What follows belongs to an exercise in optimizing a design on an open flow for small area and a short achievable clock period; a production flow would make more cautious choices.
At most, simulation tests tie the RTL to the original design; equivalence was not proved. No driver is modelled on the clock port, so clocking that relies on it looks cheaper here than on a real chip.

// cordic
module cordic #(
    parameter data_width = 16,
    parameter iterations = 15
    )(
    input clk,
    input reset_n,
    input logic signed [data_width-1:0] angle,
    input logic signed [data_width-1:0] x_i,
    input logic signed [data_width-1:0] y_i,
    output logic signed [data_width-1:0] cos,
    output logic signed [data_width-1:0] sin,
    input valid_in,
    output logic valid_out
    );
==> flow/config.mk <==
export PLATFORM = sky130hd
export DESIGN_NAME = cordic
export DESIGN_NICKNAME = cordic
export VERILOG_FILES = /design/flow/design.v
export SDC_FILE = /design/flow/constraint.sdc
export NUM_CORES = 4
export LEC_CHECK = 0
export ABC_AREA = 1
export CAP_MARGIN = 20
export CORE_MARGIN = 2
export CORE_UTILIZATION = 40
export SETUP_SLACK_MARGIN = 1.8
export SLEW_MARGIN = 20
==> flow/constraint.sdc <==
create_clock -name core_clock -period 4.0 [get_ports {clk}]
set_input_delay 0.8000 -clock core_clock [delete_from_list [all_inputs] [get_ports {clk}]]
set_output_delay 0.8000 -clock core_clock [all_outputs]
set_load 0.01 [all_outputs]
standard.sh (not shown) runs the stock make flow with config.mk's settings and CLKGATE_MAP_FILE= SYNTH_SCRIPT=/design/flow/synth_recipe.tcl, a recipe that flattens the netlist after the stock synthesis.
==> flow/flow/run.sh <==
#!/bin/bash
# Standard ORFS layout with three changes: synthesis does not extract full/half adder cells
# (ADDER_MAP_FILE empty), so ABC maps all arithmetic to plain gates; every port still gets
# its own buffer, but a sky130_fd_sc_hd__buf_2 rather than the delay cell the default picks;
# and clock tree synthesis inserts no dummy loads and uses the settings in flow/cts_args.
set -euo pipefail
CTS_EXTRA=$(cat flow/cts_args)
bash standard.sh ADDER_MAP_FILE= \
  "BUFFER_PORTS_ARGS=-buffer_cell sky130_fd_sc_hd__buf_2" \
  "CTS_ARGS=-sink_clustering_enable -repair_clock_nets -dont_use_dummy_load $CTS_EXTRA" \
  finish > make_finish.log 2>&1
==> flow/flow/cts_args <==
-buf_list sky130_fd_sc_hd__clkbuf_8
Change:
==> flow/flow/cts_args (replaced) <==
-sink_clustering_size 24 -sink_clustering_max_diameter 100
Effect:
- The changed run produced a clean layout
- synthesized cell count does not change
- sequential cell count stays the same
- utilization is lower by 0.27 points
- hold slack improves by 0.043 ns
- design area is lower slightly
Change:
==> flow/flow/run.sh (replaced) <==
#!/bin/bash
# Standard ORFS layout with two changes: synthesis does not extract full/half adder cells
# (ADDER_MAP_FILE empty), so ABC maps all arithmetic to plain gates; and clock tree
# synthesis inserts no dummy loads.
set -euo pipefail
bash standard.sh ADDER_MAP_FILE= \
  "CTS_ARGS=-sink_clustering_enable -repair_clock_nets -dont_use_dummy_load" \
  finish > make_finish.log 2>&1
Settings changed: SETUP_SLACK_MARGIN 1.8 to 1.9.
removed: flow/flow/cts_args
Synthesized cell count is unchanged.
Area after synthesis is unchanged.
Worst hold slack improved by 0.049 ns.
Utilization goes up by 3.6 points.
Change:
==> flow/flow/run.sh (replaced) <==
#!/bin/bash
# Standard ORFS layout with three changes: synthesis does not extract full/half adder cells
# (ADDER_MAP_FILE empty), so ABC maps all arithmetic to plain gates; every port still gets
# its own buffer, but a sky130_fd_sc_hd__buf_2 rather than the delay cell the default picks;
# and clock tree synthesis inserts no dummy loads.
set -euo pipefail
bash standard.sh ADDER_MAP_FILE= \
  "BUFFER_PORTS_ARGS=-buffer_cell sky130_fd_sc_hd__buf_2" \
  "CTS_ARGS=-sink_clustering_enable -repair_clock_nets -dont_use_dummy_load" \
  finish > make_finish.log 2>&1
Settings changed: CORE_UTILIZATION 40 to 55, SETUP_SLACK_MARGIN 1.9 to 1.7.
What happened: The changed run ran to the end with no violations; wire length is lower by 3.6%; count of clock-buffer cells in the layout is lower by 2; synthesized area does not change; synthesized cell count stays the same; register-to-register slack barely changes; via count is lower by 1.7%; core utilization is higher by 12 points; non-clock buffer count is lower by 107.

---

Setup of the baseline:
cordic, a different RTL version from the one above (not shown whole).
For scale: about 5300 cells after synthesis, ~620 flip-flops, ~84 I/O pins.
Settings: LEC_CHECK=0, ABC_AREA=1, CAP_MARGIN=20, CORE_MARGIN=2, CORE_UTILIZATION=40, SETUP_SLACK_MARGIN=1.75, SLEW_MARGIN=20; clock period 4.0 ns.
==> flow/flow/run.sh <==
#!/bin/bash
# Standard ORFS layout with three changes: synthesis does not extract full/half adder cells
# (ADDER_MAP_FILE empty), so ABC maps all arithmetic to plain gates; every port still gets
# its own buffer, but a sky130_fd_sc_hd__buf_2 rather than the delay cell the default picks;
# and clock tree synthesis inserts no dummy loads and uses the settings in flow/cts_args.
set -euo pipefail
CTS_EXTRA=$(cat flow/cts_args)
bash standard.sh ADDER_MAP_FILE= \
  "BUFFER_PORTS_ARGS=-buffer_cell sky130_fd_sc_hd__buf_2" \
  "CTS_ARGS=-sink_clustering_enable -repair_clock_nets -dont_use_dummy_load $CTS_EXTRA" \
  finish > make_finish.log 2>&1
==> flow/flow/cts_args <==
-sink_clustering_size 20 -sink_clustering_max_diameter 80
The baseline did not stop at any stage, and its layout met the timing, DRC and antenna checks.
Inputs modified between the baseline and the candidate:
- a change of SETUP_SLACK_MARGIN from 1.75 to 1.8
==> flow/flow/cts_args <==
-sink_clustering_size 30 -sink_clustering_max_diameter 80
- Per the final summary, the candidate finished and its layout is clean on timing, DRC and antenna.
- Top achievable clock speed is higher on the candidate
- Summary of the candidate over the baseline: final cell count has increased, met1 layer wirelength in the final routing has decreased.
- The candidate ended up with a higher cell area than the baseline did.
- Of the candidate and the baseline, the run reporting the higher smallest setup slack after layout was the candidate.
- Cmp the candidate and the baseline / total stage count of the critical path / lower: the baseline
- Lower depth of the worst register-to-register path among the candidate and the baseline: the baseline
- What the baseline reported for buffer count excluding the clock tree in the final layout has to be multiplied by 1.16 to get the figure for the candidate.
- Clock-pin slew reported for the worst setup and hold paths after clock tree synthesis ended up 20 ps higher on the candidate than on the baseline.
- Summary — portion of the clock cycle consumed by the worst path in the final layout, the candidate relative to the baseline: lower, by 0.30 points.

---

== juniper ==
Another version of the RTL of cordic (not shown whole).
Size in the first run: about 4400 cells after synthesis, about 670 flip-flops, about 0.031 sq mm of cells after synthesis.
==> flow/config.mk <==
export PLATFORM = sky130hd
export DESIGN_NAME = cordic
export DESIGN_NICKNAME = cordic
export VERILOG_FILES = /design/flow/design.v
export SDC_FILE = /design/flow/constraint.sdc
export NUM_CORES = 4
export LEC_CHECK = 0
export ABC_AREA = 1
export CAP_MARGIN = 20
export CORE_MARGIN = 2
export CORE_UTILIZATION = 40
export SETUP_SLACK_MARGIN = 2.0
export SLEW_MARGIN = 20
==> flow/constraint.sdc <==
create_clock -name core_clock -period 4.0 [get_ports {clk}]
set_input_delay 0.8000 -clock core_clock [delete_from_list [all_inputs] [get_ports {clk}]]
set_output_delay 0.8000 -clock core_clock [all_outputs]
set_load 0.01 [all_outputs]
==> flow/flow/run.sh <==
#!/bin/bash
# Standard ORFS layout with two synthesis changes: no full/half adder cell extraction
# (ADDER_MAP_FILE empty) and ABC mapping with flow/abc.script. Everything else, including
# the register mapping, flattening and renaming of synth_recipe.tcl, is unchanged.
set -euo pipefail
W=$PWD
sed "s|log_cmd abc {\*}\$abc_args|log_cmd abc {*}[lreplace \$abc_args 1 1 $W/flow/abc.script]|" \
    "$FLOW_HOME/scripts/synth.tcl" > "$W/synth_abc.tcl"
grep -q "flow/abc.script" "$W/synth_abc.tcl"
sed "s|source \$::env(SCRIPTS_DIR)/synth.tcl|source $W/synth_abc.tcl|" "$W/synth_recipe.tcl" > "$W/my_synth.tcl"
grep -q "synth_abc.tcl" "$W/my_synth.tcl"
bash standard.sh ADDER_MAP_FILE= SYNTH_SCRIPT="$W/my_synth.tcl" finish > "$W/make_finish.log" 2>&1
==> flow/flow/abc.script <==
strash
dch
amap
topo
stime -c
buffer -c
upsize -c
dnsize -c
juniper closes out successfully: all stages finished, all timing, DRC and antenna checks passed.
The inputs of ember differ from those of juniper as listed below.
# juniper
export LEC_CHECK = 0
export ABC_AREA = 1
export CAP_MARGIN = 20
export CORE_MARGIN = 2
export CORE_UTILIZATION = 40
export SETUP_SLACK_MARGIN = 2.0
export SLEW_MARGIN = 20
create_clock -name core_clock -period 4.0 [get_ports {clk}]
# ember
export LEC_CHECK = 0
export ABC_AREA = 1
export CAP_MARGIN = 20
export CORE_MARGIN = 2
export CORE_UTILIZATION = 40
export CTS_BUF_LIST = sky130_fd_sc_hd__clkbuf_8
export CTS_CLUSTER_SIZE = 20
export SETUP_SLACK_MARGIN = 2.0
export SLEW_MARGIN = 20
create_clock -name core_clock -period 4.0 [get_ports {clk}]
==> flow/flow/run.sh <==
#!/bin/bash
# Standard ORFS layout, except that synthesis does not extract full/half adder cells
# (ADDER_MAP_FILE empty), so ABC maps all arithmetic to plain gates.
set -euo pipefail
bash standard.sh ADDER_MAP_FILE= finish > make_finish.log 2>&1
removed: flow/flow/abc.script
--- outcome ---
ember was carried through to the last stage, and its layout satisfied the timing, DRC and antenna checks.
Per the comparison of ember with juniper, die area saw an increase; cell count +about 13%; first-iteration DRC count dropped about 12%; sequential share of cell area has increased.
flop to output port as the kind of critical path was reported by ember, and flop to flop by juniper.
### ember -> umber
# ember
export LEC_CHECK = 0
export ABC_AREA = 1
export CAP_MARGIN = 20
export CORE_MARGIN = 2
export CORE_UTILIZATION = 40
export CTS_BUF_LIST = sky130_fd_sc_hd__clkbuf_8
export CTS_CLUSTER_SIZE = 20
export SETUP_SLACK_MARGIN = 2.0
export SLEW_MARGIN = 20
create_clock -name core_clock -period 4.0 [get_ports {clk}]
# umber
export LEC_CHECK = 0
export ABC_AREA = 1
export CAP_MARGIN = 20
export CORE_MARGIN = 2
export CORE_UTILIZATION = 40
export SETUP_SLACK_MARGIN = 2.0
export SLEW_MARGIN = 20
create_clock -name core_clock -period 4.0 [get_ports {clk}]
==> summary.txt <==
umber did not stop at any stage, and its layout met the timing, DRC and antenna checks. Global-route usage: umber vs ember, no meaningful difference. The fmax in umber was higher than what ember gave. Across both runs, final worst hold slack was higher for umber than for ember. On core utilization: between ember and umber, it ends up higher for ember. Maximum fanout along the worst path in umber vs ember: up 5. When umber is measured against ember, its count of plain and timing-repair buffers turns out about 7% lower. NOTE post-CTS setup repair buffer count ember->umber increased by more than 10%. ember → umber: horizontal die dimension ~0 delta; final instance area now smaller. Final net count of umber falls short of that of ember slightly. ember -> umber: count of clock-buffer cells in the layout decreased by more than a quarter.
No functional check of the RTL was part of any run of this note.

---

Another version of the RTL of cordic (not shown whole).
Size in the first run: roughly 4200 cells after synthesis, about 620 flip-flops, about 84 I/O pins, about 0.037 mm^2 of cells after synthesis.
## cordic
module cordic #(
    parameter data_width = 16,
    parameter iterations = 15
    )(
    input clk,
    input reset_n,
    input logic signed [data_width-1:0] angle,
    input logic signed [data_width-1:0] x_i,
    input logic signed [data_width-1:0] y_i,
    output logic signed [data_width-1:0] cos,
    output logic signed [data_width-1:0] sin,
    input valid_in,
    output logic valid_out
    );
    function automatic [15:0] rca(input [15:0] a, input [15:0] b, input cin);
        logic c;
        c = cin;
        for (int k = 0; k < 16; k++) begin
            rca[k] = a[k] ^ b[k] ^ c;
            c = (a[k] & b[k]) | (c & (a[k] ^ b[k]));
        end
    endfunction
    function automatic [15:0] sk(input [15:0] a, input [15:0] b, input cin);
        logic [15:0] p0, g, p;
        p0 = a ^ b;
        g = a & b;
        p = p0;
        g[0] = g[0] | (p0[0] & cin);
        for (int l = 0; l < 4; l++)
            for (int j = 0; j < 16; j++)
                if ((j >> l) & 1) begin
                    g[j] = g[j] | (p[j] & g[((j >> l) << l) - 1]);
                    p[j] = p[j] & p[((j >> l) << l) - 1];
                end
        sk = p0 ^ {g[14:0], cin};
    endfunction
    function automatic [15:0] ks(input [15:0] a, input [15:0] b, input cin);
        logic [15:0] p0, g, p, gn, pn;
        p0 = a ^ b;
        g = a & b;
        p = p0;
        g[0] = g[0] | (p0[0] & cin);
        for (int l = 0; l < 4; l++) begin
            gn = g; pn = p;
            for (int j = 0; j < 16; j++)
                if (j >= (1 << l)) begin
                    gn[j] = g[j] | (p[j] & g[j - (1 << l)]);
                    pn[j] = p[j] & p[j - (1 << l)];
                end
            g = gn; p = pn;
        end
        ks = p0 ^ {g[14:0], cin};
    endfunction
    function automatic [15:0] bk(input [15:0] a, input [15:0] b, input cin);
        logic [15:0] p0, g, p;
        p0 = a ^ b;
        g = a & b;
        p = p0;
  ...
make LEC_CHECK=0 ABC_AREA=1 CAP_MARGIN=20 CORE_MARGIN=2 CORE_UTILIZATION=40 SETUP_SLACK_MARGIN=2.5 SLEW_MARGIN=20 finish   # period 4.0 ns
run.sh (not shown) runs the stock make flow with config.mk's settings and CLKGATE_MAP_FILE= SYNTH_SCRIPT=/design/flow/synth_recipe.tcl, a recipe that flattens the netlist after the stock synthesis.
Stock flow here: none of the scripts above is used.
The baseline went through all stages and came out clean.
Change:
- CORE_UTILIZATION: 40 -> 60
- SETUP_SLACK_MARGIN: 2.5 -> 1.5
The new run finished clean.
Cell count shrinks by about a fifth.
Setup slack improved by 0.027 ns.
Routed wire length drops by a quarter to a third.
Register-to-register slack improves by 0.03 ns.
Die area goes down by a quarter to a third.
Utilization goes up by 9.4 points.
Non-clock buffer count falls by 623.
Fmax rises slightly.
Change:
- CORE_UTILIZATION: 60 -> 40
Outcome: Via count drops by 0.62%. Area after synthesis stays the same. Core utilization drops by 24 points. Sequential share of layout area goes down by 0.36 points. Global-route usage goes down by 7.9 points. Design area went up by 1.2%. Routed wire length came out lower by 0.72%.
No run of this note included a check of the RTL's function; only the layout flow was run.

---

RTL: one of the versions met above, not the one the previous note started from.
Size: about 5800 cells after synthesis, about 620 flip-flops, roughly 84 I/O pins, ~38000 µm² of cells after synthesis.
==> flow/config.mk <==
export PLATFORM = sky130hd
export DESIGN_NAME = cordic
export DESIGN_NICKNAME = cordic
export VERILOG_FILES = /design/flow/design.v
export SDC_FILE = /design/flow/constraint.sdc
export NUM_CORES = 4
export LEC_CHECK = 0
export ABC_AREA = 1
export CAP_MARGIN = 20
export CORE_MARGIN = 2
export CORE_UTILIZATION = 40
export SETUP_SLACK_MARGIN = 2.0
export SLEW_MARGIN = 20
==> flow/constraint.sdc <==
create_clock -name core_clock -period 4.0 [get_ports {clk}]
set_input_delay 0.8000 -clock core_clock [delete_from_list [all_inputs] [get_ports {clk}]]
set_output_delay 0.8000 -clock core_clock [all_outputs]
set_load 0.01 [all_outputs]
standard.sh (not shown) runs the stock make flow with config.mk's settings and CLKGATE_MAP_FILE= SYNTH_SCRIPT=/design/flow/synth_recipe.tcl, a recipe that flattens the netlist after the stock synthesis.
==> flow/flow/run.sh <==
#!/bin/bash
# Standard ORFS layout, except that synthesis does not extract full/half adder cells
# (ADDER_MAP_FILE empty), so ABC maps all arithmetic to plain gates.
set -euo pipefail
bash standard.sh ADDER_MAP_FILE= finish > make_finish.log 2>&1
The baseline produced a clean layout.
Edit:
==> flow/flow/run.sh (replaced) <==
#!/bin/bash
# Standard ORFS layout with three changes: synthesis does not extract full/half adder cells
# (ADDER_MAP_FILE empty), so ABC maps all arithmetic to plain gates; every port still gets
# its own buffer, but a sky130_fd_sc_hd__buf_2 rather than the delay cell the default picks;
# and clock tree synthesis inserts no dummy loads and uses the settings in flow/cts_args.
set -euo pipefail
CTS_EXTRA=$(cat flow/cts_args)
bash standard.sh ADDER_MAP_FILE= \
  "BUFFER_PORTS_ARGS=-buffer_cell sky130_fd_sc_hd__buf_2" \
  "CTS_ARGS=-sink_clustering_enable -repair_clock_nets -dont_use_dummy_load $CTS_EXTRA" \
  finish > make_finish.log 2>&1
==> flow/flow/cts_args (new file) <==
-sink_clustering_size 30 -sink_clustering_max_diameter 120
SETUP_SLACK_MARGIN = 1.8   (was 2.0)
After rerunning:
- via count shrinks by 6.4%
- wire length went down by 12%
- clock-buffer cell count falls by 70
- setup slack degrades by 21 ps
- clock skew rose by 44 ps
- hold slack got worse by 250 ps
- critical path depth does not change
Edit:
==> flow/flow/run.sh (replaced) <==
#!/bin/bash
# Standard ORFS layout, except that synthesis does not extract full/half adder cells
# (ADDER_MAP_FILE empty), so ABC maps all arithmetic to plain gates.
set -euo pipefail
bash standard.sh ADDER_MAP_FILE= finish > make_finish.log 2>&1
CTS_BUF_LIST = sky130_fd_sc_hd__clkbuf_4   (was default)
CTS_CLUSTER_SIZE = 20   (was default)
removed: flow/flow/cts_args
Outcome:
- routed wire length is higher by a few percent
- first-iteration DRC count is lower by a few percent
- hold slack gets better by 92 ps
- cell area is higher by a few percent
- clock skew is higher by 16 ps
- setup slack gets worse by 230 ps
Edit:
==> flow/flow/run.sh (replaced) <==
#!/bin/bash
# Standard ORFS layout with three changes: synthesis does not extract full/half adder cells
# (ADDER_MAP_FILE empty), so ABC maps all arithmetic to plain gates; every port still gets
# its own buffer, but a sky130_fd_sc_hd__buf_2 rather than the delay cell the default picks;
# and clock tree synthesis inserts no dummy loads.
set -euo pipefail
bash standard.sh ADDER_MAP_FILE= \
  "BUFFER_PORTS_ARGS=-buffer_cell sky130_fd_sc_hd__buf_2" \
  "CTS_ARGS=-sink_clustering_enable -repair_clock_nets -dont_use_dummy_load" \
  finish > make_finish.log 2>&1
CTS_BUF_LIST = default   (was sky130_fd_sc_hd__clkbuf_4)
CTS_CLUSTER_SIZE = default   (was 20)
Via count shrinks by 2.3%.
Setup slack is better by 240 ps.
Hold slack is worse by 76 ps.
Critical path depth grows by 14.
Design area shrinks by about 2.3%.

## static timing again, ports no longer ideal
How much do the figures lean on ideal ports? The routed layouts below were timed once more, with nothing changed but the port constraints.
Step 1 assumes that a clkbuf_16 drives the clock port and a buf_2 every other input.
Step 2 moves the port delays by t, midway between the first and last clock arrival at a register: inputs arrive t later, outputs are due t later. That takes back most of the time a late clock gives input paths.
Three values: ideal ports, drivers, drivers and shift; two values: the first two.
| run | shift t [ns] | setup WS [ns] | latest minus earliest clock arrival (ns) |
|---|---|---|---|
| the first run of note 1 | 0.746 | 1.922 / 1.924 / 1.209 | 0.099 / 0.098 |
| the second run of note 1 | 0.691 | 1.860 / 1.902 / 1.211 | 0.104 / 0.104 |
| the third run of note 1 | 0.643 | 1.824 / 1.824 / 1.318 | 0.066 / 0.065 |
| the fourth run of note 1 | 0.643 | 1.830 / 1.830 / 1.242 | 0.073 / 0.073 |
| the baseline | 0.629 | 1.871 / 1.871 / 1.286 | 0.099 / 0.099 |
| the candidate | 0.623 | 1.883 / 1.883 / 1.342 | 0.099 / 0.099 |
| juniper | 0.716 | 0.403 / 0.403 / 0.403 | 0.035 / 0.035 |
| ember | 0.825 | 1.930 / 1.867 / 1.968 | 0.052 / 0.052 |
| umber | 0.720 | 1.958 / 1.958 / 1.958 | 0.037 / 0.037 |
| the first run of note 4 | 0.675 | 1.466 / 1.466 / 1.096 | 0.025 / 0.025 |
| the second run of note 4 | 0.663 | 1.493 / 1.493 / 0.896 | 0.023 / 0.023 |
| the third run of note 4 | 0.670 | 1.480 / 1.480 / 0.929 | 0.024 / 0.024 |
| the first run of note 5 | 0.694 | 1.919 / 1.919 / 1.395 | 0.032 / 0.032 |
| the second run of note 5 | 0.651 | 1.898 / 1.898 / 1.285 | 0.069 / 0.070 |
| the third run of note 5 | 1.085 | 1.668 / 1.604 / 0.856 | 0.096 / 0.096 |
| the fourth run of note 5 | 0.656 | 1.908 / 1.944 / 1.290 | 0.085 / 0.086 |
After both steps setup and hold are still met in every run listed. For the third run of note 5, which loses most, drivers alone change the setup slack by -0.064 ns; drivers and shift together by -0.812 ns.
